This design comes from an exercise in tuning for small area, a short achievable clock period and few clock cycles per item on the open sky130 flow, not from production work.
Function was checked by simulation only, so behaviour that the tests miss may differ from the original.
No activity file was given, so power comes from the tool's default toggle rates.

== try-willow ==
Design LASER, start of the top module:
module LASER (
    input CLK,
    input RST,
    input [3:0] X,
    input [3:0] Y,
    output [3:0] C1X,
    output [3:0] C1Y,
    output [3:0] C2X,
    output [3:0] C2Y,
    output DONE);
export LEC_CHECK = 0
export ABC_AREA = 1
export CAP_MARGIN = 20
export CORE_MARGIN = 2
export CORE_UTILIZATION = 40
export SETUP_SLACK_MARGIN = 5.0
export SLEW_MARGIN = 20
create_clock -name core_clock -period 8.0 [get_ports {CLK}]
run.sh (not shown) runs the stock make flow with config.mk's settings and CLKGATE_MAP_FILE= SYNTH_SCRIPT=/design/flow/synth_recipe.tcl, a recipe that flattens the netlist after the stock synthesis.
In summary, try-willow completed successfully, with a layout that passed the timing, design-rule and antenna checks.
Testbench counts of try-willow, summed over its fixed seeds: cycles 4,670, items 48.
diff inputs: try-willow => try-delta
- putting CTS_CLUSTER_SIZE at 30 where nothing was set
- putting CTS_CLUSTER_DIAMETER at 70 where nothing was set
Summary of try-delta over try-willow: worst setup slack after layout has increased, fraction of power consumed by the clock network has decreased, final critical-path required period has decreased. Met1 usage in global routing: try-delta vs try-willow — no meaningful difference. Against try-willow, the final cell area of try-delta is lower. | clock latency at the later pin of the worst-skew pair | lower: try-delta |. try-delta ended with less clock network power than try-willow. Between try-delta and try-willow, the layout buffering overhead excluding clock cells does not differ in any meaningful way. The via total after detailed routing was comparable across try-delta and try-willow. try-delta: no failed stages, no open violations at the end.
Input changes introduced in try-indigo (baseline for comparison: try-delta):
- CORE_UTILIZATION changed from 40 to 30
- CTS_CLUSTER_SIZE removed (was 30)
- ABC_AREA removed (was 1)
- CTS_CLUSTER_DIAMETER removed (was 70)
Results
Via count (higher): try-indigo. The final reports for try-indigo and try-delta show global-route usage lower in the former. Delta (try-indigo minus try-delta): non-clock buffer count moved up; transition time at the pin with the least slew margin moved down; worst setup slack moved down; critical path depth moved down. Comparing try-indigo against try-delta, there is no change at all in worst hold path stage count. Total internal power on try-indigo is up relative to try-delta.

---

Another version of the RTL of LASER (not shown whole).
Size in the first run: about 1,000 flip-flops, ~27 I/O pins, roughly 75,000 um2 of cells after synthesis.
Settings: LEC_CHECK=0, CAP_MARGIN=20, CORE_MARGIN=2, CORE_UTILIZATION=65, SETUP_SLACK_MARGIN=5.0, SLEW_MARGIN=20; clock period 8.0 ns.
Testbench counts at the start, summed over its fixed seeds: cycles 4,670, items 48.
Then changed:
CORE_UTILIZATION = 40   (was 65)
Sequential share of layout area fell by 0.40 points.
Routed wire length rose by a few percent.
Design area rose slightly.
Global-route usage fell by 17 points.
Register-to-register slack improves by 280 ps.
Worst setup slack improves by 280 ps.
Total power rose by a few percent.

---

RTL: one of the versions met above, not the one the previous note started from.
Size in the first run: about 27 I/O pins, about 0.075 sq mm of cells after synthesis.
==> flow/design.v (excerpt) <==
module LASER (
    input CLK,
    input RST,
    input [3:0] X,
    input [3:0] Y,
    output [3:0] C1X,
    output [3:0] C1Y,
    output [3:0] C2X,
    output [3:0] C2Y,
    output DONE);
==> flow/config.mk <==
export PLATFORM = sky130hd
export DESIGN_NAME = LASER
export DESIGN_NICKNAME = LASER
export VERILOG_FILES = /design/flow/design.v
export SDC_FILE = /design/flow/constraint.sdc
export NUM_CORES = 4
export LEC_CHECK = 0
export CAP_MARGIN = 20
export CORE_MARGIN = 2
export CORE_UTILIZATION = 60
export SETUP_SLACK_MARGIN = 5.0
export SLEW_MARGIN = 20
==> flow/constraint.sdc <==
create_clock -name core_clock -period 8.0 [get_ports {CLK}]
set_input_delay 1.6000 -clock core_clock [delete_from_list [all_inputs] [get_ports {CLK}]]
set_output_delay 1.6000 -clock core_clock [all_outputs]
set_load 0.01 [all_outputs]
Testbench counts at the start, summed over its fixed seeds: cycles 4,670, items 48.
Next try:
- ABC_AREA: not set -> 1
- CORE_UTILIZATION: 60 -> 40
- CTS_CLUSTER_DIAMETER: not set -> 70
- CTS_CLUSTER_SIZE: not set -> 30
- GPL_ROUTABILITY_DRIVEN: not set -> 0
Effect: Sequential cell count is unchanged; setup slack improved by 0.19 ns; design area is lower by 8.8%; total power is lower by 7.6%; global-route usage is lower by 18 points; cell count is higher by 7.5%.
Next try:
- ABC_AREA: 1 -> not set
- CTS_CLUSTER_DIAMETER: 70 -> not set
- CTS_CLUSTER_SIZE: 30 -> not set
- GPL_ROUTABILITY_DRIVEN: 0 -> not set
The new run ran to the end with no violations.
Worst hold slack degrades by 0.018 ns.
Via count rises by 16%.
Synthesized cell count falls by 0.44%.
Worst setup slack degrades by 0.13 ns.
Non-clock buffer count rises by 47.
Clock-buffer cell count rises by 65.
Global-route usage rises by 4.7 points.
Design area rises by 11%.
Final cell count rises by 0.65%.

==> what the ideal ports hide <==
How much do the figures lean on ideal ports? The routed layouts below were timed once more, with nothing changed but the port constraints. Step 1 assumes that a clkbuf_16 drives the clock port and a buf_2 every other input. Step 2 also shifts input and output timing later by t, the mid clock arrival at the registers, as if the neighbouring blocks saw the same clock. Slacks: ideal / step 1 / step 2; pairs: ideal / step 1.
run | t (ns) | slack for setup (ns) | worst setup path after step 2 | clock arrival spread, ns
try-willow | 0.842 | 4.915 / 4.915 / 4.915 | register to register | 0.082 / 0.082
try-delta | 0.812 | 4.983 / 4.955 / 4.983 | register to register | 0.069 / 0.069
try-indigo | 0.902 | 4.871 / 4.871 / 4.871 | register to register | 0.109 / 0.108
the first run of note 2 | 0.827 | 4.732 / 4.732 / 4.732 | register to register | 0.023 / 0.023
the second run of note 2 | 0.859 | 5.008 / 4.995 / 5.008 | register to register | 0.036 / 0.035
the first run of note 3 | 0.845 | 4.819 / 4.819 / 4.819 | register to register | 0.031 / 0.031
the second run of note 3 | 0.799 | 5.008 / 4.964 / 5.008 | register to register | 0.079 / 0.079
the third run of note 3 | 0.852 | 4.880 / 4.880 / 4.880 | register to register | 0.099 / 0.099
After both steps every run listed still meets setup and hold.
